What follows belongs to an exercise in optimizing a design on an open flow for small area and a short achievable clock period; a production flow would make more cautious choices.
Where RTL was checked, it was by simulation tests only, not by an equivalence proof against the original.
The RTL of runs 3 and 4 was laid out without a check of its function.
Power figures rest on the tool's default switching activity, not on a simulated workload.

`config.mk`:
```
export PLATFORM = sky130hd
export DESIGN_NAME = calculator
export DESIGN_NICKNAME = calculator
export VERILOG_FILES = /design/flow/design.v
export SDC_FILE = /design/flow/constraint.sdc
export NUM_CORES = 8
export LEC_CHECK = 0
export CAP_MARGIN = 20
export CORE_MARGIN = 2
export CORE_UTILIZATION = 65
export CTS_BUF_LIST = sky130_fd_sc_hd__clkbuf_8
export PLACE_DENSITY = 0.75
export SLEW_MARGIN = 20
export SYNTH_HIERARCHICAL = 1
export SYNTH_MINIMUM_KEEP_SIZE = 0
```
`constraint.sdc`:
```
create_clock -name core_clock -period 160.0 [get_ports {CLK100MHZ}]
set_input_delay 32.0000 -clock core_clock [delete_from_list [all_inputs] [get_ports {CLK100MHZ}]]
set_output_delay 32.0000 -clock core_clock [all_outputs]
set_load 0.01 [all_outputs]
```
`design.v`:
```
`timescale 1ns / 1ps
module clock_divider(
    input  logic [2:0] cnt,
    output logic [2:0] cnt_next
    );
    assign cnt_next[2] = cnt[1] & cnt[0];
    assign cnt_next[1] = cnt[1] ^ cnt[0];
    assign cnt_next[0] = ~cnt[0] & ~cnt[2];
endmodule
`timescale 1ns / 1ps
module dd_add3(input logic [3:0] x, output logic [3:0] y);
    logic n, xn, p;
    logic t;
    g_o21ai  u_t (.a1(x[1]), .a2(x[0]), .b1(x[2]), .y(t));
    g_nand2b u_c (.an(x[3]), .b(t), .y(y[3]));
    g_xor2   u_0 (.a(x[0]), .b(y[3]), .y(y[0]));
    g_nor2  u_n (.a(x[1]), .b(x[0]), .y(n));
    g_a22o  u_2 (.a1(x[3]), .a2(x[0]), .b1(x[2]), .b2(n), .y(y[2]));
    g_inv   u_i (.a(x[0]), .y(xn));
    g_nand2 u_p (.a(x[2]), .b(xn), .y(p));
    g_a22o  u_1 (.a1(x[1]), .a2(p), .b1(x[3]), .b2(xn), .y(y[1]));
endmodule
module dd_add3_s(input logic [3:0] x, output logic [3:0] y);
    logic n, xn, p;
    g_a221o u_c (.a1(x[2]), .a2(x[1]), .b1(x[2]), .b2(x[0]), .c1(x[3]), .y(y[3]));
    g_xor2  u_0 (.a(x[0]), .b(y[3]), .y(y[0]));
    g_nor2  u_n (.a(x[1]), .b(x[0]), .y(n));
    g_a22o  u_2 (.a1(x[3]), .a2(x[0]), .b1(x[2]), .b2(n), .y(y[2]));
    g_inv   u_i (.a(x[0]), .y(xn));
    g_nand2 u_p (.a(x[2]), .b(xn), .y(p));
    g_a22o  u_1 (.a1(x[1]), .a2(p), .b1(x[3]), .b2(xn), .y(y[1]));
endmodule
module dd_add3_7(input logic [2:0] x, output logic [3:0] y);
    logic n, xn, p;
    g_o21a  u_c (.a1(x[1]), .a2(x[0]), .b1(x[2]), .y(y[3]));
    g_xor2  u_0 (.a(x[0]), .b(y[3]), .y(y[0]));
    g_nor2  u_n (.a(x[1]), .b(x[0]), .y(n));
    g_and2  u_2 (.a(x[2]), .b(n), .y(y[2]));
    g_inv   u_i (.a(x[0]), .y(xn));
    g_nand2 u_p (.a(x[2]), .b(xn), .y(p));
    g_and2  u_1 (.a(x[1]), .b(p), .y(y[1]));
endmodule
module bin32_to_bcd #(parameter int NBITS = 31, parameter int NDIG = 8, parameter int INJ = 18) (
    input  logic [NBITS-1:0] binary,
    input  logic             inj,        
    input  logic [2:0]       inj_val,    
    output logic [4*NDIG-1:0] bcd
    );
    function automatic [63:0] dmax(input integer k, input integer j);
        reg [63:0] v, p;
        integer i;
        begin
            v = (64'd1 << k) - 64'd1;
            p = 64'd1;
            for (i = 0; i < j; i = i + 1) p = p * 64'd10;
            v = v / p;
            dmax = (v > 64'd9) ? 64'd9 : v;
        end
    endfunction
    logic [4*NDIG-1:0] st [0:NBITS];
    assign st[0] = '0;
    genvar k, j;
    generate
        for (k = 0; k < NBITS; k++) begin : g_stage
            logic [4*NDIG-1:0] cur, corr;
            if (k == INJ) begin : g_inj
                assign cur[4*NDIG-1:3] = st[k][4*NDIG-1:3];
                for (j = 0; j < 3; j++) begin : g_b
                    g_a21o u (.a1(inj), .a2(inj_val[j]), .b1(st[k][j]), .y(cur[j]));
                end
            end else begin : g_pass
                assign cur = st[k];
            end
            for (j = 0; j < NDIG; j++) begin : g_dig
                if (dmax(k, j) >= 8 && k < INJ) begin : g_slow
                    dd_add3_s u (.x(cur[4*j +: 4]), .y(corr[4*j +: 4]));
                end else if (dmax(k, j) >= 8) begin : g_full
                    dd_add3 u (.x(cur[4*j +: 4]), .y(corr[4*j +: 4]));
                end else if (dmax(k, j) >= 5) begin : g_7
                    dd_add3_7 u (.x(cur[4*j +: 3]), .y(corr[4*j +: 4]));
                end else begin : g_pass
                    assign corr[4*j +: 4] = cur[4*j +: 4];
                end
            end
            assign st[k+1] = {corr[4*NDIG-2:0], binary[NBITS-1-k]};
        end
    endgenerate
    assign bcd = st[NBITS];
endmodule
`timescale 1ns / 1ps
module g_inv  (input logic a, output logic y);              assign y = ~a; endmodule
module g_nand2(input logic a, b, output logic y);           assign y = ~(a & b); endmodule
module g_nor2 (input logic a, b, output logic y);           assign y = ~(a | b); endmodule
module g_and2 (input logic a, b, output logic y);           assign y = a & b; endmodule
module g_xor2 (input logic a, b, output logic y);           assign y = a ^ b; endmodule
module g_a22o (input logic a1, a2, b1, b2, output logic y); assign y = (a1 & a2) | (b1 & b2); endmodule
module g_a221o(input logic a1, a2, b1, b2, c1, output logic y);
    assign y = (a1 & a2) | (b1 & b2) | c1;
endmodule
module g_o21a (input logic a1, a2, b1, output logic y);     assign y = (a1 | a2) & b1; endmodule
module g_mux2i(input logic a0, a1, s, output logic y);      assign y = ~(s ? a1 : a0); endmodule
module g_o21ai(input logic a1, a2, b1, output logic y);     assign y = ~((a1 | a2) & b1); endmodule
module g_nand2b(input logic an, b, output logic y);         assign y = ~(~an & b); endmodule
module g_nand3(input logic a, b, c, output logic y);        assign y = ~(a & b & c); endmodule
module g_xnor2(input logic a, b, output logic y);           assign y = ~(a ^ b); endmodule
module g_or2  (input logic a, b, output logic y);           assign y = a | b; endmodule
module g_a21o (input logic a1, a2, b1, output logic y);     assign y = (a1 & a2) | b1; endmodule
module g_a21oi(input logic a1, a2, b1, output logic y);     assign y = ~((a1 & a2) | b1); endmodule
module g_o22a (input logic a1, a2, b1, b2, output logic y); assign y = (a1 | a2) & (b1 | b2); endmodule
module g_a31oi(input logic a1, a2, a3, b1, output logic y); assign y = ~((a1 & a2 & a3) | b1); endmodule
module g_o31ai(input logic a1, a2, a3, b1, output logic y); assign y = ~((a1 | a2 | a3) & b1); endmodule
module g_nor4 (input logic a, b, c, d, output logic y);     assign y = ~(a | b | c | d); endmodule
module g_nor3 (input logic a, b, c, output logic y);        assign y = ~(a | b | c); endmodule
module g_nand4(input logic a, b, c, d, output logic y);     assign y = ~(a & b & c & d); endmodule
module g_a222oi(input logic a1, a2, b1, b2, c1, c2, output logic y); assign y = ~((a1 & a2) | (b1 & b2) | (c1 & c2)); endmodule
module g_maj3 (input logic a, b, c, output logic y);        assign y = (a & b) | (a & c) | (b & c); endmodule
module seven_segment(
    input  logic [3:0] sw_in,
    output logic [6:0] out
    );
    logic [3:0] x;
    assign x = sw_in;
    logic a0, a1, b0, b1, c0, d0, d1, e0, f0, g0, g1, x3n;
    g_nor2  u_a0 (.a(x[3]), .b(~x[0]), .y(a0));
    g_a21oi u_a1 (.a1(x[0]), .a2(x[2]), .b1(x[1]), .y(a1));
    g_o22a  u_a  (.a1(x[2]), .a2(a0), .b1(a1), .b2(x[3]), .y(out[0]));
    g_inv   u_b0 (.a(x[3]), .y(x3n));
    g_o21ai u_b1 (.a1(x[0]), .a2(x[1]), .b1(x[2]), .y(b1));
    g_a31oi u_b  (.a1(x[0]), .a2(x[1]), .a3(x3n), .b1(b1), .y(out[1]));
    g_nor2  u_c0 (.a(x[0]), .b(x[2]), .y(c0));
    g_o21a  u_c  (.a1(x[3]), .a2(c0), .b1(x[1]), .y(out[2]));
    g_nand3 u_d0 (.a(x[0]), .b(x[1]), .c(x[2]), .y(d0));
    g_xnor2 u_d1 (.a(x[0]), .b(x[2]), .y(d1));
    g_o31ai u_d  (.a1(x[1]), .a2(x[3]), .a3(d1), .b1(d0), .y(out[3]));
    g_nor2  u_e0 (.a(x[1]), .b(x[3]), .y(e0));
    g_a21o  u_e  (.a1(x[2]), .a2(e0), .b1(x[0]), .y(out[4]));
    g_nor2  u_f0 (.a(x[2]), .b(x[3]), .y(f0));
    g_maj3  u_f  (.a(x[1]), .b(x[0]), .c(f0), .y(out[5]));
    g_or2   u_g1 (.a(x[1]), .b(x[2]), .y(g1));
    g_a21oi u_g  (.a1(d0), .a2(g1), .b1(x[3]), .y(out[6]));
endmodule
`timescale 1ns / 1ps
module cl_fa(input logic a, b, c, output logic s, co);
    assign s  = a ^ b ^ c;
    assign co = (a & b) | (a & c) | (b & c);
endmodule
module cl_ha(input logic a, b, output logic s, co);
    assign s  = a ^ b;
    assign co = a & b;
endmodule
module cl_han(input logic an, bn, output logic sn, con);
    g_xnor2 u_s (.a(an), .b(bn), .y(sn));
    g_or2   u_c (.a(an), .b(bn), .y(con));
endmodule
module cl_mul15(
    input  logic [14:0] x, y,
    output logic [29:0] pn
    );
    logic [14:0] s [0:14];    
    logic [14:0] c [0:14];    
    logic [14:0] pp [0:14];   
    genvar i, j;
    generate
        for (i = 0; i < 15; i++) begin : g_pp
            for (j = 0; j < 15; j++) begin : g_c
                g_nand2 u (.a(x[j]), .b(y[i]), .y(pp[i][j]));
            end
        end
        for (j = 0; j < 15; j++) begin : g_r0
            assign s[0][j] = pp[0][j];
            assign c[0][j] = 1'b1;
        end
        for (i = 1; i < 15; i++) begin : g_row
            for (j = 0; j < 15; j++) begin : g_col
                if (j == 14) begin : g_h
                    assign s[i][j] = pp[i][j];
                    assign c[i][j] = 1'b1;
                end else if (i == 1) begin : g_h1
                    cl_han h (.an(pp[i][j]), .bn(s[i-1][j+1]), .sn(s[i][j]), .con(c[i][j]));
                end else begin : g_f
                    cl_fa f (.a(pp[i][j]), .b(s[i-1][j+1]), .c(c[i-1][j]), .s(s[i][j]), .co(c[i][j]));
                end
            end
        end
        for (i = 0; i < 15; i++) begin : g_lo
            assign pn[i] = s[i][0];
        end
    endgenerate
    logic [13:0] rc;
    generate
        for (j = 0; j < 14; j++) begin : g_fin
            if (j == 0) begin : g_h
                cl_han h (.an(s[14][j+1]), .bn(c[14][j]), .sn(pn[15+j]), .con(rc[j]));
            end else begin : g_f
                cl_fa f (.a(s[14][j+1]), .b(c[14][j]), .c(rc[j-1]), .s(pn[15+j]), .co(rc[j]));
            end
        end
    endgenerate
    assign pn[29] = rc[13];
endmodule
module cl_divrow #(parameter int W = 1, parameter bit P = 0) (
    input  logic [W-1:0] t,
    input  logic [W-1:0] opx,
    input  logic         hzx,
    output logic         q,
    output logic [W-1:0] r
    );
    logic [W:0] cy;
    logic [W-1:0] df;
    genvar j;
    generate
        if (P == 0) begin : g_b0
            g_xnor2 u_s (.a(t[0]), .b(opx[0]), .y(df[0]));
            g_or2   u_c (.a(t[0]), .b(opx[0]), .y(cy[1]));
        end else begin : g_b0
            cl_ha h (.a(t[0]), .b(opx[0]), .s(df[0]), .co(cy[1]));
        end
        for (j = 1; j < W; j++) begin : g_b
            cl_fa f (.a(t[j]), .b(opx[j]), .c(cy[j]), .s(df[j]), .co(cy[j+1]));
        end
        if (P == 0) begin : g_q0
            assign q = cy[W] & hzx;
        end else begin : g_q1
            assign q = ~(cy[W] | hzx);
        end
        for (j = 0; j < W; j++) begin : g_m
            g_mux2i m (.a0(t[j]), .a1(df[j]), .s(q), .y(r[j]));
        end
    endgenerate
endmodule
module cl_divlast #(parameter int W = 16, parameter bit P = 0) (
    input  logic [W-1:0] t,
    input  logic [W-1:0] opx,
    input  logic         cinx,
    output logic         q
    );
    logic [W:0] cy;
    assign cy[0] = cinx;
    genvar j;
    generate
        for (j = 0; j < W; j++) begin : g_b
            assign cy[j+1] = (t[j] & opx[j]) | (t[j] & cy[j]) | (opx[j] & cy[j]);
        end
    endgenerate
    assign q = cy[W] ^ P;
endmodule
module cl_absmag(
    input  logic [15:0] x,
    output logic [15:0] m
    );
    logic [15:0] lo;          
    genvar i;
    generate
        for (i = 0; i < 16; i++) begin : g_lo
            if (i == 0) begin : g_z
                assign lo[i] = 1'b0;
            end else begin : g_n
                assign lo[i] = |x[i-1:0];
            end
        end
    endgenerate
    assign m = x ^ ({16{x[15]}} & lo);
endmodule
module cl_abstop(
    input  logic [15:0] x,
    output logic [2:0]  m        
    );
    logic s;
    assign s = x[15];
    logic [2:0] ng;           
    genvar i;
    generate
        for (i = 0; i < 3; i++) begin : g_ng
            g_nor4 u (.a(x[4*i]), .b(x[4*i+1]), .c(x[4*i+2]), .d(x[4*i+3]), .y(ng[i]));
        end
    endgenerate
    logic n12, n13, n14;      
    g_inv   u_n12 (.a(x[12]), .y(n12));
    g_nor2  u_n13 (.a(x[12]), .b(x[13]), .y(n13));
    g_nor3  u_n14 (.a(x[12]), .b(x[13]), .c(x[14]), .y(n14));
    logic lo13, lo14, lo15;   
    g_nand4 u_l13 (.a(ng[0]), .b(ng[1]), .c(ng[2]), .d(n12), .y(lo13));
    g_nand4 u_l14 (.a(ng[0]), .b(ng[1]), .c(ng[2]), .d(n13), .y(lo14));
    g_nand4 u_l15 (.a(ng[0]), .b(ng[1]), .c(ng[2]), .d(n14), .y(lo15));
    logic sn;
    g_inv   u_sn  (.a(s), .y(sn));
    g_nor2  u_m15 (.a(sn), .b(lo15), .y(m[2]));
    logic t13, t14;
    g_and2  u_t13 (.a(s), .b(lo13), .y(t13));
    g_and2  u_t14 (.a(s), .b(lo14), .y(t14));
    g_xor2  u_m13 (.a(x[13]), .b(t13), .y(m[0]));
    g_xor2  u_m14 (.a(x[14]), .b(t14), .y(m[1]));
endmodule
module calculator(
    input logic CLK100MHZ,
    input logic RST,      
    input logic [15:0] SW,
    input logic BTNU,  
    input logic BTND,  
    input logic BTNL,  
    input logic BTNR,  
    input logic BTNC,  
    output logic [7:0] AN,       
    output logic [7:0] out       
    );
    localparam int CUT = 11;    
    localparam int NLO = 16 - CUT;
    logic [2:0]  cnt5;        
    logic [19:0] refresh;     
    logic [2:0]  hist;        
    logic [1:0]  state;       
    logic [3:0]  op;          
    logic [15:0] a_mag;       
    logic        a_neg;
    logic [30:0] r_mag;       
    logic        r_neg;       
    logic        r_div;       
    assign r_div = ~(r_mag[30] | r_mag[29]);
    localparam logic [1:0] IDLE = 2'd0, OPB = 2'd1, RES = 2'd2;
    genvar gi;
    logic [2:0] cnt5_next;
    clock_divider u_cnt (.cnt(cnt5), .cnt_next(cnt5_next));
    logic tick, any_op, press, a_load, calc;
    assign tick   = cnt5[2] & ~refresh[1] & refresh[0];    
    assign any_op = BTNU | BTND | BTNL | BTNR;
    assign press  = tick & ~hist[2] & hist[1];
    assign a_load = press & (state == IDLE) & any_op;
    assign calc   = press & (state == OPB) & BTNC;
    logic [19:0] refresh_next;
    logic [20:0] rfc;
    assign refresh_next[0] = ~refresh[0];
    assign rfc[1] = refresh[0];
    generate
        for (gi = 1; gi < 20; gi++) begin : g_rf
            cl_ha h (.a(refresh[gi]), .b(rfc[gi]), .s(refresh_next[gi]), .co(rfc[gi+1]));
        end
    endgenerate
    logic s;
    assign s = SW[15];
    logic [15:0] b_mag;
    cl_absmag u_abs (.x(SW), .m(b_mag));
    logic [2:0] b_top;        
    cl_abstop u_abst (.x(SW), .m(b_top));
    logic [29:0] pmn;
    cl_mul15 u_mul (.x(a_mag[14:0]), .y(b_mag[14:0]), .pn(pmn));
    logic [30:0] prodn;
    always_comb begin
        prodn = {1'b1, pmn};
        prodn[30:15] = {1'b1, pmn[29:15]} & ~({16{a_mag[15]}} & b_mag) & ~({16{b_mag[15]}} & a_mag);
    end
    logic [15:0] hzs, hzr;    
    logic b_nz;               
    assign b_nz = |SW;
    logic d_nz;               
    assign d_nz = |a_mag;
    assign hzs[15] = b_nz;
    assign hzr[15] = d_nz;
    generate
        for (gi = 14; gi >= 0; gi--) begin : g_hz
            assign hzs[gi] = hzs[gi+1] & ~b_mag[gi+1];
            assign hzr[gi] = hzr[gi+1] & ~a_mag[gi+1];
        end
    endgenerate
    logic [15:0] q_pre;
    logic [15:0] rem_pre [0:CUT];
    assign rem_pre[0] = '0;
    generate
        for (gi = 0; gi < CUT; gi++) begin : g_pre
            localparam bit P = gi % 2;
            logic [gi:0] t, r;
            logic nb;
            assign nb = a_mag[15-gi] ^ P;
            if (gi == 0) begin : g_t0
                assign t = nb;
            end else begin : g_t
                assign t = {rem_pre[gi][gi-1:0], nb};
            end
            cl_divrow #(.W(gi+1), .P(P)) row (.t(t), .opx(b_mag[gi:0] ^ {(gi+1){~P}}), .hzx(hzs[gi] ^ P), .q(q_pre[15-gi]), .r(r));
            assign rem_pre[gi+1] = {{(15-gi){1'b0}}, r};
        end
    endgenerate
    logic [30:0] dstate;
    assign dstate = {{(31 - CUT - CUT - NLO){1'b0}}, q_pre[15:16-CUT], rem_pre[CUT][CUT-1:0], a_mag[NLO-1:0]};
    logic [15:0] quot;
    logic [15:0] rem_post [CUT:16];
    assign rem_post[CUT] = {{(16-CUT){1'b0}}, r_mag[NLO +: CUT]};
    generate
        for (gi = CUT; gi < 16; gi++) begin : g_post
            localparam bit P = gi % 2;
            logic [gi:0] t;
            assign t = {rem_post[gi][gi-1:0], r_mag[15-gi] ^ P};
            if (gi < 15) begin : g_row
                logic [gi:0] r;
                cl_divrow #(.W(gi+1), .P(P)) row (.t(t), .opx(a_mag[gi:0] ^ {(gi+1){~P}}), .hzx(hzr[gi] ^ P), .q(quot[15-gi]), .r(r));
                assign rem_post[gi+1] = {{(15-gi){1'b0}}, r};
            end else begin : g_last
                logic ql;
                cl_divlast #(.W(16), .P(P)) row (.t(t), .opx(a_mag ^ {16{~P}}), .cinx(~P), .q(ql));
                assign quot[0] = ql & d_nz;
            end
        end
    endgenerate
    assign quot[15:16-CUT] = r_mag[NLO+CUT +: CUT];
    logic eff_sub;
    assign eff_sub = a_neg ^ s ^ op[1];
    logic [16:0] gc;          
    assign gc[0] = 1'b1;
    generate
        for (gi = 0; gi < 16; gi++) begin : g_ge
            assign gc[gi+1] = (a_mag[gi] & ~b_mag[gi]) | (a_mag[gi] & gc[gi]) | (~b_mag[gi] & gc[gi]);
        end
    endgenerate
    logic geq, flip;
    assign geq  = gc[16];
    assign flip = eff_sub & ~geq;
    logic [16:0] ac;
    logic [15:0] asum;
    assign ac[0] = eff_sub & geq;
    generate
        for (gi = 0; gi < 16; gi++) begin : g_as
            cl_fa f (.a(a_mag[gi]), .b(b_mag[gi] ^ eff_sub), .c(ac[gi]), .s(asum[gi]), .co(ac[gi+1]));
        end
    endgenerate
    logic [16:0] as_m;
    assign as_m = {ac[16] & ~eff_sub, asum ^ {16{flip}}};
    logic [30:0] res_m;
    logic        res_neg;
    always_comb begin
        res_m = '1;
        res_neg = 1'b0;
        if (op[0] | op[1]) begin
            res_m = ~{14'd0, as_m};
            res_neg = a_neg ^ flip;
        end else if (op[2]) begin
            res_m = prodn;
            res_neg = a_neg ^ s;
        end else if (op[3]) begin
            res_m = dstate;
            res_neg = a_neg ^ s;
        end
    end
    always_ff @(posedge CLK100MHZ) begin
        if (RST) begin
            cnt5    <= '0;
            refresh <= '0;
            state   <= IDLE;
            hist    <= '0;
            op      <= '0;
        end else begin
            cnt5    <= cnt5_next;
            refresh <= refresh_next;
            if (tick) begin
                hist <= {hist[1:0], any_op | BTNC};
                if (press) begin
                    if      (BTNU) op <= 4'b0001;
                    else if (BTND) op <= 4'b0010;
                    else if (BTNL) op <= 4'b0100;
                    else if (BTNR) op <= 4'b1000;
                    case (state)
                        IDLE: if (any_op) state <= OPB;
                        OPB:  if (BTNC)   state <= RES;
                        RES:              state <= IDLE;
                        default: ;
                    endcase
                end
            end
        end
    end
    always_ff @(posedge CLK100MHZ) begin
        if (a_load | calc) a_mag <= b_mag;
        if (a_load) a_neg <= s;
        if (calc) begin
            r_mag <= res_m;
            r_neg <= res_neg;
        end
    end
    logic [2:0] d;
    assign d = refresh[19:17];
    logic is_res;
    assign is_res = (state == RES);
    logic [15:0] rlo;         
    assign rlo = r_div ? quot : ~r_mag[15:0];
    logic [30:0] val;
    assign val[30:16] = ~(r_mag[30:16] | {15{r_div}} | {15{~is_res}});
    assign val[15:13] = rlo[15:13] & {3{is_res}};
    assign val[12:0]  = is_res ? rlo[12:0] : b_mag[12:0];
    logic neg;
    assign neg = is_res ? (r_neg & (|val)) : s;
    logic [31:0] bcd;
    bin32_to_bcd #(.NBITS(31), .NDIG(8), .INJ(18)) u_bcd (.binary(val), .inj(~is_res),
                                                          .inj_val(b_top), .bcd(bcd));
    logic [7:0] dsel;
    always_comb begin
        dsel = '0;
        dsel[d] = 1'b1;
    end
    logic minus;
    assign minus = dsel[7] & neg;
    logic [3:0] nib;
    genvar gb;
    generate
        for (gb = 0; gb < 4; gb++) begin : g_nib
            logic t0, t1, t2;
            g_a222oi u0 (.a1(dsel[0]), .a2(bcd[gb]),      .b1(dsel[1]), .b2(bcd[4+gb]),
                         .c1(dsel[2]), .c2(bcd[8+gb]),    .y(t0));
            g_a222oi u1 (.a1(dsel[3]), .a2(bcd[12+gb]),   .b1(dsel[4]), .b2(bcd[16+gb]),
                         .c1(dsel[5]), .c2(bcd[20+gb]),   .y(t1));
            g_a222oi u2 (.a1(dsel[6]), .a2(bcd[24+gb]),   .b1(dsel[7]), .b2(bcd[28+gb]),
                         .c1(minus),   .c2(minus),         .y(t2));
            g_nand3  u3 (.a(t0), .b(t1), .c(t2), .y(nib[gb]));
        end
    endgenerate
    logic [6:0] seg;
    seven_segment u_seg (.sw_in(nib), .out(seg));
    assign AN  = ~dsel;
    assign out = {1'b1, seg};
endmodule
```
`flow/run.sh`:
```
#!/bin/bash
# Layout flow: the standard flow (standard.sh, standard synthesis
# included), with two changes made through ORFS's own hooks:
#  - the port buffers are sky130_fd_sc_hd__buf_2 cells;
#  - just before detailed placement, a timing repair that only resizes gates
#    (no buffers, no cloning) works on the paths with less than SETUP_TARGET
#    ns of setup slack; detailed placement then legalizes as usual.
# Each tool's output goes to a log file in the folder the flow runs in.
set -euo pipefail
W=$(pwd)
export BUFFER_PORTS_ARGS="-buffer_cell sky130_fd_sc_hd__buf_2"
export PRE_DETAIL_PLACE_TCL="$W/flow/pre_detail_place.tcl"
export SETUP_TARGET="${SETUP_TARGET:-89}"
bash "$W/standard.sh" > "$W/standard_flow.log" 2>&1
```
`flow/pre_detail_place.tcl`:
```
# Sourced by ORFS's detail_place.tcl after it loads 3_4_place_resized.odb:
# size up gates on the paths with less than SETUP_TARGET ns of setup slack.
source $::env(PLATFORM_DIR)/setRC.tcl
set_dont_use $::env(DONT_USE_CELLS)
estimate_parasitics -placement
puts "own flow: worst setup slack before sizing [worst_slack -max]"
repair_timing -setup -setup_margin $::env(SETUP_TARGET) -skip_buffering \
  -skip_gate_cloning -skip_buffer_removal
puts "own flow: worst setup slack after sizing [worst_slack -max]"
```
`standard.sh`:
```
#!/bin/bash
# synth_recipe.tcl (not shown) runs the flow's synth.tcl, then flattens the netlist and writes it again
# the make line also repeats each setting of config.mk as NAME=value (left out here)
make -C /OpenROAD-flow-scripts/flow DESIGN_CONFIG=/design/flow/config.mk WORK_HOME=/design/flow/orfs CLKGATE_MAP_FILE= SYNTH_SCRIPT=/design/flow/synth_recipe.tcl "${@:-finish}"
```
==> out/qor.csv, run 1 <==
metric;value;unit
syn_nets;2799;
status;complete, no violations;
cts_tree;built;
rr_worst_depth;83;
worst-setup-path-type;in -> out;
setup_viol;0;
fp.dieH;185;um
synthMuxAreaShare;6.20;%
yosys.area.top_type;fa_1;
fmax;13.6;MHz
coreArea;32400;sq um
finalHoldViolCount;0;
worst_setup_path_start_kind;input pin;
placed_area;22300;sq um
synthCells;2425;
final_nets;2845;
netSwitchingPower;254;uW
worstHoldStart;refresh[0]$_SDFF_PP0_;
fill_cells;2650;
rows;66;
multi_input_area;18400;sq um
postCtsSetupBuffers;0;
async_flop_share;0;%
slew_headroom;23.3;%
powerDensity;21.9;nW/um^2
hold_class;reg -> reg;
port_buffers;37;
ctsResizeCount;0;
grt_max_degree;34;
cpPeakStageDelay;0.45;ns
synthSimpleGateAreaFrac;18.4;%
yosysTopAreaCellShare;29.7;%
wirelength;52100;um
vdd_drop_max;38.3;uV
pre_cts_ws;86.36;ns
viasPerCell;6.20;
switching_share;51.5;%
pwr-share-seq;4.5;%
period_needed;73.74;ns
synthAdderAreaFrac;31.8;%
first_iter_violations;1293;
r2r_start;a_mag[15]$_DFFE_PP_;
fin_area;22600;sq um
grt_usage;31.1;%
synth_xor_area_share;8.51;%
antenna_cells;0;
cp_data_arrival_time;41.74;ns
drv_slew;0;
cts_buffers;9;
timing.hold.ws;0.457;ns
grt_pass1_vias;17000;
max_cap_violations;0;
cts.path.max_buffers;2;
syn_avg_cell_area;8.79;sq um
syn_area;21300;sq um
setup_tns;0;ns
ys_seq_area_share;9.91;%
whs_endpoint;refresh[0]$_SDFF_PP0_;
p_leak;0.00855;uW
synth_seq_cells;81;
synthTopCellsByArea;fa_1, a22o_1, nand2_1, edfxtp_1, mux2i_1;
cts_sinks;81;
postLayoutCoreUtil;69.8;%
regToRegEndpoint;r_mag[15]$_DFFE_PP_;
hold_buffers;0;
io_pins;39;
reg2reg_slack;130.20;ns
root_buffer;clkbuf_8;
setup_slack;86.26;ns
yosys-top-cells-count;nand2_1, fa_1, a22o_1;
path_clk_slew;0.10;ns
antenna_found_initial;0;
synthFlopType;edfxtp_1;
seq_area;2110;sq um
required;128.00;ns
critical_path.max_fanout;32;
internal_power;240;uW
synth_top_family_by_area;adder cells;
via_count;18100;
rsz0062_at_grt;no;
gp_congestion;0.972;
h-tree-depth;3;
die_w;185;um
start_util;65.8;%
critPathSlowestCell;a222oi_1;
min_path_cells;1;
fin_worst_skew;0.0229;ns
grt_pass1_wl;84300;um
p_comb_share;91.6;%
postRouteAntennaNets;0;
synth_cell_types;76;
yosysMostFrequentCell;nand2_1;
critPathCaptureType;output port;
firstDrtPassIters;6;
synth_warnings;18;
die_area;34200;sq um
drc_errors;0;
period_share;46.1;%
area_growth;5.98;%
wl_per_cell;17.9;um
overflow;0;
power_frac_clock;3.9;%
synth_edf_count;49;
drive_gt1_share;6.14;%
dp_hpwl;41200;um
tightest_slew;1.15;ns
synth_compound_area_share;20.6;%
clock_latency;0.42;ns
[cell type report]
| type | instances | area share, % |
|---|---|---|
| Tap cell | 442 | 2.45 |
| Clock inverter | 7 | 0.471 |
| Clock buffer | 9 | 0.549 |
| Multi-Input combinational cell | 2107 | 81.5 |
| Sequential cell | 81 | 9.35 |
| Inverter | 189 | 3.14 |
| Timing Repair Buffer | 83 | 2.58 |
[layout by cell type (no fill, tap or decap), types with 16 or more instances in the layout]
cell type	synthesis	final
nand2_1	407	407
fa_1	316	316
a22o_1	255	255
nor2_1	195	194
inv_1	188	187
xor2_1	136	135
mux2i_1	132	131
nand2b_1	97	97
o21ai_1	91	91
xnor2_1	71	59
edfxtp_1	49	49
buf_4	20	46
a221o_1	39	39
ha_1	35	35
dfxtp_1	32	32
buf_2	2	30
nor2b_1	28	28
or2_1	24	24
and2_1	23	23
o21ai_0	23	23
a21oi_1	22	22
a22oi_1	16	16
[cells by family (layout without fill, tap and decap cells)]
group	after synthesis	in the layout
adder cells (fa/ha/maj)	352	352
XOR/XNOR	207	207
AND/OR/NAND/NOR	855	855
multiplexers	132	132
flip-flops	81	81
buffers and inverters	237	288
AO/OA/AOI/OAI	559	559
other	2	2
[power groups by stage]
stage               Sequential (uW)  Combinational, uW  Clock (uW)
finish                         22.2                453        19.1
global route                   22.2                516        19.9
CTS                            22.2                454        19.3
detailed placement             22.7                453           0
global placement               22.7                431           0
floorplan                      22.6                383           0
[routing by layer]
| metal | GRT usage [%] | up-vias | wire length [um] |
|---|---|---|---|
| li1 | - | 8600 | - |
| met1 | 41.4 | 8800 | 22100 |
| met2 | 50.4 | 564 | 24100 |
| met3 | 7.16 | 119 | 4210 |
| met4 | 9.27 | 2 | 1600 |
| met5 | 2.52 | - | 54 |
[Yosys stat by module, one instance, submodules excluded, excerpt]
module,flops+latches,cells inside,times used,cell area [sq um]
calculator,81,518,1,4760
cl_mul15,0,16,1,120
g_o31ai,0,1,1,12.5
g_maj3,0,1,1,11.3
g_xnor2,0,1,24,8.76
g_a21oi,0,1,2,8.76
g_o21ai,0,1,89,5.00
g_nand2,0,1,358,3.75
[worst max path at each step]
stage | startpoint | endpoint | slack (ns) | cells after the start
after detailed placement | SW[10] | out[6] | 86.36 | 50
after floorplan | SW[15] | out[6] | 87.38 | 45
after global placement | SW[0] | out[6] | 86.41 | 50
after global routing | SW[0] | out[6] | 85.37 | 51
final | SW[0] | out[6] | 86.26 | 51
after CTS | SW[11] | out[6] | 86.33 | 50
[worst max-delay path, delay by kind of cell]
| kind | cells | cell delay (ns) |
|---|---|---|
| compound gates | 16 | 2.11 |
| xor+xnor | 14 | 3.34 |
| buf+inv | 3 | 0.41 |
| simple gates | 18 | 3.86 |
[per-stage QoR]
step | total power [uW] | instances
2_1_floorplan | 406 | 2425
3_3_place_gp | 454 | 2902
3_5_place_dp | 476 | 2902
4_1_cts | 495 | 2918
5_1_grt | 558 | 2918
6_report | 494 | 2918
[flip-flops by register name (all words and copies together) (netlist names)]
register  cells
r_mag        31
refresh      20
a_mag        16
op            4
cnt5          3
hist          3
state         2
a_neg         1
r_neg         1
==> inputs of run 2 (changes only) <==
--- a/flow/run.sh
+++ b/flow/run.sh
@@ -10,5 +10,5 @@
 W=$(pwd)
 export BUFFER_PORTS_ARGS="-buffer_cell sky130_fd_sc_hd__buf_2"
 export PRE_DETAIL_PLACE_TCL="$W/flow/pre_detail_place.tcl"
-export SETUP_TARGET="${SETUP_TARGET:-89}"
+export SETUP_TARGET="${SETUP_TARGET:-0}"
 bash "$W/standard.sh" > "$W/standard_flow.log" 2>&1
==> run 2 against run 1 <==
Still clean on timing, DRC and antenna. Sequential share of layout area grew 0.051 points. Synthesized cell count is the same. Clock power is essentially flat. Combinational power is essentially flat. Global-route usage is essentially flat. Sequential power is essentially flat. Routed wire length is essentially flat.
==> out/qor.csv, run 2 <==
metric;value;unit;change
final_common_cell;nand2_1;;
finalHoldViolCount;0;;unchanged
netSwitchingPower;254;uW;-0.19%
gp_congestion;0.972;;unchanged
start_util;65.8;%;unchanged
tightest_slew;1.16;ns;+0.00896 ns
largestRegisters;r_mag: 31 flops, refresh: 20 flops, a_mag: 16 flops;;
required;128.00;ns;about the same
viasPerCell;6.19;;-0.17%
die_area;34200;sq um;unchanged
cts_sinks;81;;unchanged
path_clk_slew;0.10;ns;about the same
h-tree-depth;3;;unchanged
die_w;185;um;unchanged
placed_area;22200;sq um;-0.54%
cpPeakStageDelay;0.41;ns;-0.04 ns
cts_tree;built;;
async_flop_share;0;%;unchanged
hold_class;reg -> reg;;
synthAdderAreaFrac;31.8;%;unchanged
hold_buffers;0;;unchanged
slew_headroom;22.7;%;-0.60 points
period_share;46.3;%;+0.26 points
worst_setup_path_start_kind;input pin;;
powerDensity;22.0;nW/um^2;+0.35%
fin_worst_skew;0.0262;ns;+0.00330 ns
port_buffers;37;;unchanged
largest_reg_flops;31;;unchanged
synth_edf_count;49;;unchanged
final_cell_mix;nand2_1, fa_1, a22o_1;;
firstDrtPassIters;6;;unchanged
cts.path.max_buffers;2;;unchanged
coreArea;32400;sq um;unchanged
clock_latency;0.41;ns;about the same
synth_seq_cells;81;;unchanged
via_count;18100;;-0.17%
yosysMostFrequentCell;nand2_1;;
critPathSlowestCell;mux2i_1;;
yosys-top-cells-count;nand2_1, fa_1, a22o_1;;
grt_pass1_wl;84200;um;-0.16%
area_growth;5.41;%;
postRouteAntennaNets;0;;unchanged
antenna_found_initial;0;;unchanged
synth_cell_types;76;;unchanged
regMostFlops;r_mag;;
overflow;0;;unchanged
synth_warnings;18;;unchanged
fill_cells;2669;;+0.72%
grt_usage;31.1;%;about the same
wl_per_cell;17.8;um;about the same
setup_viol;0;;unchanged
max_cap_violations;0;;unchanged
final_nets;2845;;unchanged
switching_share;51.5;%;about the same
p_leak;0.00852;uW;-0.39%
period_needed;74.16;ns;+0.422 ns
ctsResizeCount;0;;unchanged
first_iter_violations;1314;;+1.6%
synth_xor_area_share;8.51;%;unchanged
internal_power;239;uW;-0.20%
fin_area;22500;sq um;-0.54%
yosys.area.top_type;fa_1;;
multi_input_area;18300;sq um;-0.37%
vdd_drop_max;37.4;uV;-2.5%
drc_errors;0;;unchanged
yosysTopAreaCellShare;29.7;%;unchanged
synthSimpleGateAreaFrac;18.4;%;unchanged
root_buffer;clkbuf_8;;
p_comb_share;91.6;%;about the same
synthCells;2425;;unchanged
io_pins;39;;unchanged
ys_seq_area_share;9.91;%;unchanged
power_frac_clock;3.9;%;about the same
setup_tns;0;ns;unchanged
dp_hpwl;41200;um;about the same
status;complete, no violations;;
syn_area;21300;sq um;unchanged
antenna_cells;0;;unchanged
critPathCaptureType;output port;;
postLayoutCoreUtil;69.4;%;-0.37 points
critical_path.max_fanout;32;;unchanged
grt_max_degree;34;;unchanged
seq_area;2110;sq um;unchanged
synth_top_family_by_area;adder cells;;
wirelength;52100;um;about the same
worst-setup-path-type;in -> out;;
cp_data_arrival_time;42.16;ns;+0.42 ns
rows;66;;unchanged
syn_nets;2799;;unchanged
grt_pass1_vias;17000;;unchanged
reg2reg_slack;130.18;ns;-0.02 ns
syn_avg_cell_area;8.79;sq um;unchanged
synthMuxAreaShare;6.20;%;unchanged
postCtsSetupBuffers;0;;unchanged
fp.dieH;185;um;unchanged
fmax;13.5;MHz;-0.57%
cts_buffers;9;;unchanged
synth_compound_area_share;20.6;%;unchanged
synthFlopType;edfxtp_1;;
rsz0062_at_grt;no;;
drv_slew;0;;unchanged
pwr-share-seq;4.5;%;about the same
synthTopCellsByArea;fa_1, a22o_1, nand2_1, edfxtp_1, mux2i_1;;
drive_gt1_share;5.90;%;-0.24 points
-- run 2: cell counts after synthesis --
No cell type changed its count.
-- run 2: stage by stage --
stage	std cells	worst slack [ns]	total power, uW	hold WS [ns]
4_1_cts	2918	85.88	494	0.477
6_report	2918	85.84	493	0.466
2_1_floorplan	2425	87.38	406	0.417
3_3_place_gp	2902	86.41	454	0.428
3_5_place_dp	2902	85.90	474	0.448
5_1_grt	2918	84.78	556	0.512
-- run 2: worst paths after layout --
check / start / to / depth (start not counted)
setup / recovery: SW[0] / out[6] / 50
hold / removal: refresh[0]$_SDFF_PP0_ / refresh[0]$_SDFF_PP0_ / 1
setup reg to reg: a_mag[15]$_DFFE_PP_ / r_mag[15]$_DFFE_PP_ / 83
hold reg to reg: refresh[0]$_SDFF_PP0_ / refresh[0]$_SDFF_PP0_ / 1
-- run 2: modules after synthesis, one instance, submodules excluded, a selection --
module / flip-flops and latches / cells / copies in the design / area, sq um
calculator: 81 / 518 / 1 / 4760
cl_absmag: 0 / 39 / 1 / 295
cl_ha: 0 / 1 / 26 / 12.5
g_mux2i: 0 / 1 / 120 / 10.0
g_nand2: 0 / 1 / 358 / 3.75
g_nand2b: 0 / 1 / 88 / 6.26
g_nand4: 0 / 1 / 3 / 6.26
g_nor3: 0 / 1 / 1 / 10.0
g_o21a: 0 / 1 / 7 / 7.51
g_o21ai: 0 / 1 / 89 / 5.00
g_o22a: 0 / 1 / 1 / 8.76
g_or2: 0 / 1 / 24 / 6.26
g_xnor2: 0 / 1 / 24 / 8.76
-- run 2: final cells by class --
class,count,area share (%)
clock inverter,7,0.474
timing repair buffer,83,2.36
inverter,189,3.16
multi-input combinational,2107,81.6
clock buffer,9,0.552
sequential,81,9.40
tap,442,2.46
-- run 2: logic make-up (layout without fill, tap and decap cells) --
group,after synthesis,count (layout)
AOI/OAI and AO/OA,559,559
xor gates and xnor gates,207,207
adders and majority gates,352,352
buffers and inverters,237,288
DFF,81,81
muxes,132,132
other,2,2
and+or+nand+nor,855,855
-- run 2: power by group through the flow --
stage	combinational, uW	sequential (uW)	clock (uW)
floorplan	383	22.6	0
global placement	431	22.7	0
detailed placement	451	22.7	0
CTS	452	22.2	19.1
global route	514	22.2	19.9
finish	452	22.2	19.1
-- run 2: metal layers --
layer	share of wire, %	routed length (um)	GRT usage, %
met3	8.1	4220	7.85
met4	2.7	1380	8.35
met1	43	22400	41.6
met5	0	0	0
met2	46	24000	50.3
-- run 2: worst max-delay path: cells and delay by family --
family / cells / cell delay [ns]
buffers and inverters: 5 / 0.96
AND/OR/NAND/NOR: 16 / 3.75
XOR/XNOR: 13 / 3.02
multiplexers: 1 / 0.41
AO/OA/AOI/OAI: 15 / 1.99
==> inputs of run 3 (changes only) <==
--- a/design.v
+++ b/design.v
@@ -259,11 +259,14 @@
             end
         end
     endgenerate
-    assign m = x ^ ({16{x[15]}} & lo);
+    logic x0n;
+    g_inv u_x0a (.a(x[0]), .y(x0n));
+    g_inv u_x0b (.a(x0n), .y(m[0]));
+    assign m[15:1] = x[15:1] ^ ({15{x[15]}} & lo[15:1]);
 endmodule
 module cl_abstop(
     input  logic [15:0] x,
-    output logic [2:0]  m        
+    output logic [5:0]  m        
     );
     logic s;
     assign s = x[15];
@@ -274,22 +277,29 @@
             g_nor4 u (.a(x[4*i]), .b(x[4*i+1]), .c(x[4*i+2]), .d(x[4*i+3]), .y(ng[i]));
         end
     endgenerate
-    logic n12, n13, n14;      
-    g_inv   u_n12 (.a(x[12]), .y(n12));
-    g_nor2  u_n13 (.a(x[12]), .b(x[13]), .y(n13));
-    g_nor3  u_n14 (.a(x[12]), .b(x[13]), .c(x[14]), .y(n14));
-    logic lo13, lo14, lo15;   
-    g_nand4 u_l13 (.a(ng[0]), .b(ng[1]), .c(ng[2]), .d(n12), .y(lo13));
-    g_nand4 u_l14 (.a(ng[0]), .b(ng[1]), .c(ng[2]), .d(n13), .y(lo14));
-    g_nand4 u_l15 (.a(ng[0]), .b(ng[1]), .c(ng[2]), .d(n14), .y(lo15));
+    logic z9, z10, z12, z13, z14;    
+    g_nor2  u_z9  (.a(x[8]), .b(x[9]), .y(z9));
+    g_nor3  u_z10 (.a(x[8]), .b(x[9]), .c(x[10]), .y(z10));
+    g_inv   u_z12 (.a(x[12]), .y(z12));
+    g_nor2  u_z13 (.a(x[12]), .b(x[13]), .y(z13));
+    g_nor3  u_z14 (.a(x[12]), .b(x[13]), .c(x[14]), .y(z14));
+    logic [15:10] lo;         
+    g_nand3 u_l10 (.a(ng[0]), .b(ng[1]), .c(z9),  .y(lo[10]));
+    g_nand3 u_l11 (.a(ng[0]), .b(ng[1]), .c(z10), .y(lo[11]));
+    g_nand3 u_l12 (.a(ng[0]), .b(ng[1]), .c(ng[2]), .y(lo[12]));
+    g_nand4 u_l13 (.a(ng[0]), .b(ng[1]), .c(ng[2]), .d(z12), .y(lo[13]));
+    g_nand4 u_l14 (.a(ng[0]), .b(ng[1]), .c(ng[2]), .d(z13), .y(lo[14]));
+    g_nand4 u_l15 (.a(ng[0]), .b(ng[1]), .c(ng[2]), .d(z14), .y(lo[15]));
     logic sn;
     g_inv   u_sn  (.a(s), .y(sn));
-    g_nor2  u_m15 (.a(sn), .b(lo15), .y(m[2]));
-    logic t13, t14;
-    g_and2  u_t13 (.a(s), .b(lo13), .y(t13));
-    g_and2  u_t14 (.a(s), .b(lo14), .y(t14));
-    g_xor2  u_m13 (.a(x[13]), .b(t13), .y(m[0]));
-    g_xor2  u_m14 (.a(x[14]), .b(t14), .y(m[1]));
+    g_nor2  u_m15 (.a(sn), .b(lo[15]), .y(m[5]));
+    generate
+        for (i = 10; i < 15; i++) begin : g_m
+            logic t;
+            g_and2 u_t (.a(s), .b(lo[i]), .y(t));
+            g_xor2 u_m (.a(x[i]), .b(t), .y(m[i-10]));
+        end
+    endgenerate
 endmodule
 module calculator(
     input logic CLK100MHZ,
@@ -339,7 +349,7 @@
     assign s = SW[15];
     logic [15:0] b_mag;
     cl_absmag u_abs (.x(SW), .m(b_mag));
-    logic [2:0] b_top;        
+    logic [5:0] b_top;        
     cl_abstop u_abst (.x(SW), .m(b_top));
     logic [29:0] pmn;
     cl_mul15 u_mul (.x(a_mag[14:0]), .y(b_mag[14:0]), .pn(pmn));
@@ -483,12 +493,19 @@
     logic [30:0] val;
     assign val[30:16] = ~(r_mag[30:16] | {15{r_div}} | {15{~is_res}});
     assign val[15:13] = rlo[15:13] & {3{is_res}};
-    assign val[12:0]  = is_res ? rlo[12:0] : b_mag[12:0];
+    logic [12:0] b_disp;
+    assign b_disp = {b_top[2:0], b_mag[9:0]};
+    genvar gv;
+    generate
+        for (gv = 0; gv < 13; gv++) begin : g_val
+            g_a22o u (.a1(is_res), .a2(rlo[gv]), .b1(~is_res), .b2(b_disp[gv]), .y(val[gv]));
+        end
+    endgenerate
     logic neg;
     assign neg = is_res ? (r_neg & (|val)) : s;
     logic [31:0] bcd;
     bin32_to_bcd #(.NBITS(31), .NDIG(8), .INJ(18)) u_bcd (.binary(val), .inj(~is_res),
-                                                          .inj_val(b_top), .bcd(bcd));
+                                                          .inj_val(b_top[5:3]), .bcd(bcd));
     logic [7:0] dsel;
     always_comb begin
         dsel = '0;
==> flow/run.sh (replaced) <==
#!/bin/bash
# Layout flow: the standard flow (standard.sh, standard synthesis
# included), with one change made through ORFS's own setting for it: the
# buffers placed on the input and output ports are sky130_fd_sc_hd__buf_2
# cells. The tools' output goes to standard_flow.log in the folder the flow
# runs in (ORFS also keeps each step's log under orfs/logs).
set -euo pipefail
W=$(pwd)
export BUFFER_PORTS_ARGS="-buffer_cell sky130_fd_sc_hd__buf_2"
bash "$W/standard.sh" > "$W/standard_flow.log" 2>&1
removed: flow/pre_detail_place.tcl
==> run 3 against run 2 <==
Combinational power decreased by 4%. Routed wire length decreased by 0.57%. Clock power down 17%. Power is 4.2% lower. Largest cell class unchanged. Via count decreased by 0.30%. Global-route usage down 0.35 points. Still clean on timing, DRC and antenna. Setup slack better by 0.19 ns. Synthesized cell count about the same. Largest power group unchanged.
==> out/qor.csv, run 3 <==
metric;value;unit;change
grt_pass1_vias;16800;;-1.2%
dp_hpwl;40600;um;-1.4%
synthTopCellsByArea;fa_1, a22o_1, nand2_1, edfxtp_1, mux2i_1;;
fin_worst_skew;0.0273;ns;+0.00108 ns
synth_edf_count;49;;unchanged
worst_setup_path_start_kind;input pin;;
via_count;18000;;-0.30%
tightest_slew;1.17;ns;+0.0145 ns
die_w;185;um;+0.13%
largest_reg_flops;31;;unchanged
setup_viol;0;;unchanged
ctsResizeCount;0;;unchanged
grt_pass1_wl;83200;um;-1.2%
ys_seq_area_share;9.89;%;-0.026 points
grt_max_degree;35;;+2.9%
area_growth;5.14;%;
drv_slew;0;;unchanged
powerDensity;21.0;nW/um^2;-4.2%
synth_xor_area_share;8.65;%;+0.14 points
drive_gt1_share;5.73;%;-0.17 points
syn_area;21400;sq um;+0.26%
required;128.00;ns;about the same
synth_warnings;18;;unchanged
antenna_cells;0;;unchanged
overflow;0;;unchanged
postCtsSetupBuffers;0;;unchanged
synthFlopType;edfxtp_1;;
h-tree-depth;3;;unchanged
critPathSlowestCell;nor4_2;;
timing.hold.ws;0.466;ns;+0.00000100 ns
crit_top_cell;xor2_1;;
syn_nets;2800;;+0.036%
root_buffer;clkbuf_8;;
synth_cell_types;73;;-3.9%
fp.dieH;185;um;+0.13%
grt_usage;30.7;%;-0.35 points
start_util;65.8;%;about the same
critPathCaptureType;output port;;
pre_cts_ws;86.22;ns;+0.323 ns
antenna_found_initial;0;;unchanged
yosysTopAreaCellShare;29.6;%;-0.078 points
io_pins;39;;unchanged
firstDrtPassIters;5;;-1
synth_compound_area_share;20.6;%;+0.063 points
final_nets;2848;;+0.11%
setup_tns;0;ns;unchanged
period_share;46.2;%;-0.12 points
first_iter_violations;1277;;-2.8%
die_area;34300;sq um;+0.26%
wirelength;51800;um;-0.57%
coreArea;32500;sq um;+0.26%
clock_latency;0.44;ns;+0.03 ns
largestRegisters;r_mag: 31 flops, refresh: 20 flops, a_mag: 16 flops;;
postRouteAntennaNets;0;;unchanged
regMostFlops;r_mag;;
finalHoldViolCount;0;;unchanged
synthSimpleGateAreaFrac;18.5;%;+0.13 points
synthCells;2426;;+0.041%
cpPeakStageDelay;0.58;ns;+0.17 ns
cts_sinks;81;;unchanged
worst-setup-path-type;in -> out;;
yosys.area.top_type;fa_1;;
status;complete, no violations;;
period_needed;73.97;ns;-0.185 ns
hold_class;reg -> reg;;
port_buffers;37;;unchanged
yosys-top-cells-count;nand2_1, fa_1, a22o_1;;
viasPerCell;6.16;;-0.40%
slew_headroom;21.7;%;-0.97 points
cts.path.max_buffers;2;;unchanged
max_cap_violations;0;;unchanged
synthMuxAreaShare;6.04;%;-0.16 points
cts_tree;built;;
setup_slack;86.03;ns;+0.185 ns
vdd_drop_max;38.5;uV;+3.1%
syn_avg_cell_area;8.81;sq um;+0.22%
path_clk_slew;0.12;ns;+0.02 ns
synth_top_family_by_area;adder cells;;
cts_buffers;9;;unchanged
synthAdderAreaFrac;31.8;%;about the same
rows;66;;unchanged
async_flop_share;0;%;unchanged
wl_per_cell;17.7;um;-0.67%
final_cell_mix;nand2_1, fa_1, a22o_1;;
rsz0062_at_grt;no;;
fill_cells;2654;;-0.56%
synth_seq_cells;81;;unchanged
gp_congestion;0.940;;-3.3%
yosysMostFrequentCell;nand2_1;;
drc_errors;0;;unchanged
cp_data_arrival_time;41.97;ns;-0.19 ns
hold_buffers;0;;unchanged
fmax;13.5;MHz;+0.25%
final_common_cell;nand2_1;;
critical_path.max_fanout;9;;-72%
p_leak;0.00857;uW;+0.58%
run 3: cell count changes after synthesis, moves of 4 or more:
cell / delta
o211ai_1: -4
o21ai_1: +5
nand3_1: +6
nor3_1: -6
and2_1: +4
o21ai_0: -11
a22o_1: +13
nor2_1: +5
run 3: worst max-delay path: cells and delay by family:
| kind | cells | cell delay [ns] |
|---|---|---|
| buffers and inverters | 2 | 0.30 |
| AO/OA/AOI/OAI | 16 | 1.92 |
| XOR/XNOR | 14 | 3.61 |
| AND/OR/NAND/NOR | 18 | 4.14 |
run 3: through the flow:
stage / std cells / util, % / power (uW) / instance area (sq um)
finish: 2921 / 69.2 / 473 / 22500
global route: 2921 / 69.2 / 536 / 22500
global placement: 2905 / 68.6 / 444 / 22300
detailed placement: 2905 / 68.6 / 459 / 22300
CTS: 2921 / 69.2 / 477 / 22500
floorplan: 2426 / - / 406 / 21400
run 3: modules after synthesis, one instance, submodules excluded, a selection:
module         cells inside  copies in the design  cell area, sq um  flops+latches
cl_absmag                38                     1               288              0
g_o21a                    1                     7              7.51              0
g_o31ai                   1                     1              12.5              0
g_nor4                    1                     3              12.5              0
g_a221o                   1                    39              10.0              0
g_o22a                    1                     1              8.76              0
g_xnor2                   1                    24              8.76              0
cl_fa                     1                   316              20.0              0
g_and2                    1                    17              6.26              0
g_a222oi                  1                    12              10.0              0
seven_segment             1                     1              3.75              0
run 3: report_power, final:
| group | total [uW] | switching, uW | leakage, uW | internal [uW] |
|---|---|---|---|---|
| Combinational | 435 | 233 | 0.00780 | 201 |
| Clock | 15.9 | 10.2 | 0.0000839 | 5.75 |
| Sequential | 22.2 | 0.0753 | 0.000685 | 22.1 |
| Total | 473 | 244 | 0.00857 | 229 |
run 3: path summary, 6_finish.rpt:
| check | to | from | slack (ns) | cells past startpoint |
|---|---|---|---|---|
| setup / recovery | out[6] | SW[1] | 86.03 | 50 |
| hold / removal | refresh[0]$_SDFF_PP0_ | refresh[0]$_SDFF_PP0_ | 0.47 | 1 |
| setup reg to reg | r_mag[8]$_DFFE_PP_ | a_mag[15]$_DFFE_PP_ | 130.26 | 83 |
| hold reg to reg | refresh[0]$_SDFF_PP0_ | refresh[0]$_SDFF_PP0_ | 0.47 | 1 |
run 3: cell type report:
type,instances,area [sq um],share of cell area (%)
Clock inverter,7,53.8,0.240
Timing Repair Buffer,80,508,2.26
Clock buffer,9,124,0.552
Sequential cell,81,2110,9.40
Tap cell,442,553,2.46
Multi-Input combinational cell,2117,18400,82.0
Inverter,185,694,3.09
run 3: cell families (layout without fill, tap and decap cells):
group,after synthesis,after routing
and+or+nand+nor,867,867
AOI/OAI and AO/OA,555,555
adders and majority gates,354,354
buffers and inverters,228,281
xor gates and xnor gates,210,210
muxes,129,129
DFF,81,81
other,2,2
run 3: layer usage:
| layer | wire [um] | track usage [%] | part of all wire (%) |
|---|---|---|---|
| met1 | 23100 | 41.9 | 45 |
| met2 | 24000 | 50.8 | 46 |
| met3 | 3380 | 4.44 | 6.5 |
| met4 | 1310 | 9.30 | 2.5 |
| met5 | 0 | 0 | 0 |
==> inputs of run 4 (changes only) <==
--- a/design.v
+++ b/design.v
@@ -115,11 +115,13 @@
 module g_a222oi(input logic a1, a2, b1, b2, c1, c2, output logic y); assign y = ~((a1 & a2) | (b1 & b2) | (c1 & c2)); endmodule
 module g_maj3 (input logic a, b, c, output logic y);        assign y = (a & b) | (a & c) | (b & c); endmodule
 module seven_segment(
-    input  logic [3:0] sw_in,
+    input  logic [3:0] sw_in,     
+    input  logic [3:0] sw_in2,
     output logic [6:0] out
     );
-    logic [3:0] x;
+    logic [3:0] x, w;
     assign x = sw_in;
+    assign w = sw_in2;
     logic a0, a1, b0, b1, c0, d0, d1, e0, f0, g0, g1, x3n;
     g_nor2  u_a0 (.a(x[3]), .b(~x[0]), .y(a0));
     g_a21oi u_a1 (.a1(x[0]), .a2(x[2]), .b1(x[1]), .y(a1));
@@ -129,15 +131,17 @@
     g_a31oi u_b  (.a1(x[0]), .a2(x[1]), .a3(x3n), .b1(b1), .y(out[1]));
     g_nor2  u_c0 (.a(x[0]), .b(x[2]), .y(c0));
     g_o21a  u_c  (.a1(x[3]), .a2(c0), .b1(x[1]), .y(out[2]));
-    g_nand3 u_d0 (.a(x[0]), .b(x[1]), .c(x[2]), .y(d0));
-    g_xnor2 u_d1 (.a(x[0]), .b(x[2]), .y(d1));
-    g_o31ai u_d  (.a1(x[1]), .a2(x[3]), .a3(d1), .b1(d0), .y(out[3]));
-    g_nor2  u_e0 (.a(x[1]), .b(x[3]), .y(e0));
-    g_a21o  u_e  (.a1(x[2]), .a2(e0), .b1(x[0]), .y(out[4]));
-    g_nor2  u_f0 (.a(x[2]), .b(x[3]), .y(f0));
-    g_maj3  u_f  (.a(x[1]), .b(x[0]), .c(f0), .y(out[5]));
-    g_or2   u_g1 (.a(x[1]), .b(x[2]), .y(g1));
-    g_a21oi u_g  (.a1(d0), .a2(g1), .b1(x[3]), .y(out[6]));
+    g_nand3 u_d0 (.a(w[0]), .b(w[1]), .c(w[2]), .y(d0));
+    g_xnor2 u_d1 (.a(w[0]), .b(w[2]), .y(d1));
+    g_o31ai u_d  (.a1(w[1]), .a2(w[3]), .a3(d1), .b1(d0), .y(out[3]));
+    g_nor2  u_e0 (.a(w[1]), .b(w[3]), .y(e0));
+    g_a21o  u_e  (.a1(w[2]), .a2(e0), .b1(w[0]), .y(out[4]));
+    g_nor2  u_f0 (.a(w[2]), .b(w[3]), .y(f0));
+    g_maj3  u_f  (.a(w[1]), .b(w[0]), .c(f0), .y(out[5]));
+    logic g2;
+    g_nor2  u_g1 (.a(w[1]), .b(w[2]), .y(g1));
+    g_a31oi u_g2 (.a1(w[2]), .a2(w[1]), .a3(w[0]), .b1(g1), .y(g2));
+    g_nor2  u_g  (.a(w[3]), .b(g2), .y(out[6]));
 endmodule
 `timescale 1ns / 1ps
 module cl_fa(input logic a, b, c, output logic s, co);
@@ -270,11 +274,12 @@
     );
     logic s;
     assign s = x[15];
-    logic [2:0] ng;           
+    logic [2:0] ng, nh;       
     genvar i;
     generate
         for (i = 0; i < 3; i++) begin : g_ng
             g_nor4 u (.a(x[4*i]), .b(x[4*i+1]), .c(x[4*i+2]), .d(x[4*i+3]), .y(ng[i]));
+            g_nor4 v (.a(x[4*i]), .b(x[4*i+1]), .c(x[4*i+2]), .d(x[4*i+3]), .y(nh[i]));
         end
     endgenerate
     logic z9, z10, z12, z13, z14;    
@@ -287,9 +292,9 @@
     g_nand3 u_l10 (.a(ng[0]), .b(ng[1]), .c(z9),  .y(lo[10]));
     g_nand3 u_l11 (.a(ng[0]), .b(ng[1]), .c(z10), .y(lo[11]));
     g_nand3 u_l12 (.a(ng[0]), .b(ng[1]), .c(ng[2]), .y(lo[12]));
-    g_nand4 u_l13 (.a(ng[0]), .b(ng[1]), .c(ng[2]), .d(z12), .y(lo[13]));
-    g_nand4 u_l14 (.a(ng[0]), .b(ng[1]), .c(ng[2]), .d(z13), .y(lo[14]));
-    g_nand4 u_l15 (.a(ng[0]), .b(ng[1]), .c(ng[2]), .d(z14), .y(lo[15]));
+    g_nand4 u_l13 (.a(nh[0]), .b(nh[1]), .c(nh[2]), .d(z12), .y(lo[13]));
+    g_nand4 u_l14 (.a(nh[0]), .b(nh[1]), .c(nh[2]), .d(z13), .y(lo[14]));
+    g_nand4 u_l15 (.a(nh[0]), .b(nh[1]), .c(nh[2]), .d(z14), .y(lo[15]));
     logic sn;
     g_inv   u_sn  (.a(s), .y(sn));
     g_nor2  u_m15 (.a(sn), .b(lo[15]), .y(m[5]));
@@ -513,7 +518,7 @@
     end
     logic minus;
     assign minus = dsel[7] & neg;
-    logic [3:0] nib;
+    logic [3:0] nib, nib2;    
     genvar gb;
     generate
         for (gb = 0; gb < 4; gb++) begin : g_nib
@@ -525,10 +530,11 @@
             g_a222oi u2 (.a1(dsel[6]), .a2(bcd[24+gb]),   .b1(dsel[7]), .b2(bcd[28+gb]),
                          .c1(minus),   .c2(minus),         .y(t2));
             g_nand3  u3 (.a(t0), .b(t1), .c(t2), .y(nib[gb]));
+            g_nand3  u4 (.a(t0), .b(t1), .c(t2), .y(nib2[gb]));
         end
     endgenerate
     logic [6:0] seg;
-    seven_segment u_seg (.sw_in(nib), .out(seg));
+    seven_segment u_seg (.sw_in(nib), .sw_in2(nib2), .out(seg));
     assign AN  = ~dsel;
     assign out = {1'b1, seg};
 endmodule
==> run 4 against run 3 <==
First-iteration DRC count is 7.0% higher. Synthesized cell count is 0.33% higher. Die area is 0.26% higher. Register-to-register slack better by 0.05 ns. Clock skew is 0.0024 ns lower. Maximum frequency is 0.24% higher. Setup slack better by 0.18 ns. Power is 1.5% higher. Final cell count is 0.24% higher. Critical path depth is 1 lower. Critical endpoint is now out[5]. Highest routed layer unchanged.
==> out/qor.csv, run 4 <==
metric;value;unit;change
status;complete, no violations;;
vdd_drop_max;40.0;uV;+3.8%
period_share;46.1;%;-0.11 points
cpPeakStageDelay;0.48;ns;-0.10 ns
wl_per_cell;18.2;um;+2.5%
postCtsSetupBuffers;0;;unchanged
firstDrtPassIters;6;;+1
cts_tree;built;;
die_w;186;um;+0.13%
dp_hpwl;41200;um;+1.4%
yosysTopAreaCellShare;29.5;%;-0.078 points
crit_top_cell;xor2_1;;
final_common_cell;nand2_1;;
max_cap_violations;0;;unchanged
rows;66;;unchanged
critPathSlowestCell;a222oi_1;;
grt_max_degree;35;;unchanged
critical_path.max_fanout;7;;-2
gp_congestion;0.948;;+0.81%
grt_pass1_vias;17200;;+2.2%
required;128.00;ns;about the same
setup_viol;0;;unchanged
grt_use_met2;51.1;%;+0.25 points
cts.path.max_buffers;2;;unchanged
antenna_found_initial;1;;+1
grt.busiest_layer;met2;;
rsz0062_at_grt;no;;
final_nets;2854;;+0.21%
drc_errors;0;;unchanged
grt_usage;31.5;%;+0.81 points
ctsResizeCount;0;;unchanged
drv_slew;0;;unchanged
drive_gt1_share;5.79;%;+0.067 points
final_cell_mix;nand2_1, fa_1, a22o_1;;
synth_seq_cells;81;;unchanged
synth_warnings;18;;unchanged
start_util;66.0;%;+0.17 points
hold_class;reg -> reg;;
setup_tns;0;ns;unchanged
synth_edf_count;49;;unchanged
r2r_start;a_mag[15]$_DFFE_PP_;;
largestRegisters;r_mag: 31 flops, refresh: 20 flops, a_mag: 16 flops;;
tightest_slew;0.933;ns;-0.237 ns
cts_sinks;81;;unchanged
fp.dieH;186;um;+0.13%
timing.hold.ws;0.456;ns;-0.0103 ns
cp_data_arrival_time;41.79;ns;-0.18 ns
regToRegEndpoint;r_mag[13]$_DFFE_PP_;;
synthCells;2434;;+0.33%
synth_cell_types;73;;unchanged
yosys.area.top_type;fa_1;;
wirelength;53200;um;+2.7%
grt_pass1_wl;85100;um;+2.3%
gr-usage-met1;42.5;%;+0.62 points
yosys-top-cells-count;nand2_1, fa_1, a22o_1;;
io_pins;39;;unchanged
power;480;uW;+1.5%
overflow;0;;unchanged
worstHoldStart;refresh[0]$_SDFF_PP0_;;
powerDensity;21.3;nW/um^2;+1.3%
syn_area;21400;sq um;+0.26%
path_clk_slew;0.09;ns;-0.03 ns
worst-setup-path-type;in -> out;;
fmax;13.6;MHz;+0.24%
syn_nets;2808;;+0.29%
rr_worst_depth;83;;unchanged
largest_reg_flops;31;;unchanged
coreArea;32500;sq um;unchanged
port_buffers;37;;unchanged
min_path_cells;1;;unchanged
yosysMostFrequentCell;nand2_1;;
area_growth;5.10;%;about the same
ys_seq_area_share;9.86;%;-0.026 points
period_needed;73.79;ns;-0.180 ns
postRouteAntennaNets;0;;unchanged
clock_latency;0.43;ns;about the same
finalHoldViolCount;0;;unchanged
h-tree-depth;3;;unchanged
hold_buffers;0;;unchanged
fin_worst_skew;0.0249;ns;-0.00240 ns
syn_avg_cell_area;8.80;sq um;about the same
critPathCaptureType;output port;;
slew_headroom;37.8;%;+16 points
async_flop_share;0;%;unchanged
via_count;18300;;+1.8%
gr-usage-met3;5.89;%;+1.4 points
viasPerCell;6.26;;+1.5%
first_iter_violations;1367;;+7.0%
whs_endpoint;refresh[0]$_SDFF_PP0_;;
reg2reg_slack;130.31;ns;+0.05 ns
synthTopCellsByArea;fa_1, a22o_1, nand2_1, edfxtp_1, mux2i_1;;
regMostFlops;r_mag;;
p_leak;0.00859;uW;+0.19%
die_area;34400;sq um;+0.26%
worst_setup_path_start_kind;input pin;;
cts_buffers;9;;unchanged
root_buffer;clkbuf_8;;
synthFlopType;edfxtp_1;;
run 4: logic make-up (layout without fill, tap and decap cells):
family / after synthesis / count (layout) / synth area share (%)
AO/OA/AOI/OAI: 555 / 555 / 20.6
XOR/XNOR: 210 / 210 / 8.62
multiplexers: 129 / 129 / 6.03
other: 2 / 3 / 0.0351
buffers and inverters: 228 / 279 / 4.40
AND/OR/NAND/NOR: 875 / 875 / 18.7
flip-flops: 81 / 81 / 9.86
adder cells (fa/ha/maj): 354 / 354 / 31.7
run 4: how the worst max path moves through the flow:
stage               start     end  cells after the start
finish              SW[1]  out[5]                     49
global route        SW[9]  out[5]                     49
CTS                 SW[1]  out[5]                     49
detailed placement  SW[1]  out[5]                     49
global placement    SW[1]  out[5]                     49
floorplan           SW[9]  out[5]                     47
run 4: final cells by class:
cell class              count  area (sq um)
multi-input cells        2125         18500
fillers                  2672          9940
flip-flops and latches     81          2110
inverters                 185           694
well taps                 442           553
repair buffers             78           493
clock buffers               9           124
clock inverters             7          58.8
diodes                      1          2.50
run 4: modules after synthesis, one instance, submodules excluded, a selection:
module	cell area, sq um	times used
cl_mul15	120	1
g_nor4	12.5	6
g_maj3	11.3	1
g_a221o	10.0	39
g_nor3	10.0	2
g_xor2	8.76	138
g_a21oi	8.76	1
g_o22a	8.76	1
g_a21o	7.51	4
g_nand4	6.26	3
g_a31oi	6.26	2
g_nor2	3.75	142
run 4: per-layer routing:
layer  vias up  wire (um)
met2       600      24400
met4         0       1700
met5         -          0
met3        98       4300
li1       8632          -
met1      8988      22800
run 4: worst max-delay path: cells and delay by family:
| family | cells | cell delay [ns] |
|---|---|---|
| AOI/OAI and AO/OA | 15 | 1.92 |
| xor gates and xnor gates | 14 | 3.50 |
| buffers and inverters | 2 | 0.30 |
| adders and majority gates | 1 | 0.39 |
| and+or+nand+nor | 17 | 3.65 |
run 4: where the power goes:
part	total, uW	switching, uW	internal, uW
Sequential	22.2	0.0752	22.1
Clock	15.6	9.69	5.92
Combinational	442	239	203
Total	480	248	231
run 4: through the flow:
step                std cells  util [%]  area, sq um  setup slack [ns]
floorplan                2434         -        21400             88.06
global placement         2911      68.8        22300             86.88
detailed placement       2911      68.8        22300             86.34
CTS                      2927      69.3        22500             86.31
global route             2927      69.4        22500             85.27
finish                   2928      69.4        22500             86.21

[re-timing with driven ports]
The flow's constraints put no driver on any port. The routed layouts listed below were extracted and timed again, unchanged, in two steps.
Step 1: set_driving_cell puts a clkbuf_16 on CLK100MHZ and a buf_2 on each other input, an assumption about the parent block.
Step 2 moves the port delays by t, midway between the first and last clock arrival at a register: inputs arrive t later, outputs are due t later. That takes back most of the time a late clock gives input paths.
Three values: ideal ports, drivers, drivers and shift; two values: the first two.
run | t (ns) | setup WS [ns] | worst data-port slew with drivers (ns)
run 1 | 0.453 | 86.264 / 86.233 / 86.233 | 0.06
run 2 | 0.444 | 85.842 / 85.822 / 85.822 | 0.05
run 3 | 0.476 | 86.028 / 86.006 / 86.006 | 0.04
run 4 | 0.464 | 86.208 / 86.190 / 86.190 | 0.10
After both steps setup and hold are still met in every run listed. The setup slack of run 1, which loses most, moves by -0.031 ns with the drivers and by -0.031 ns with both steps.
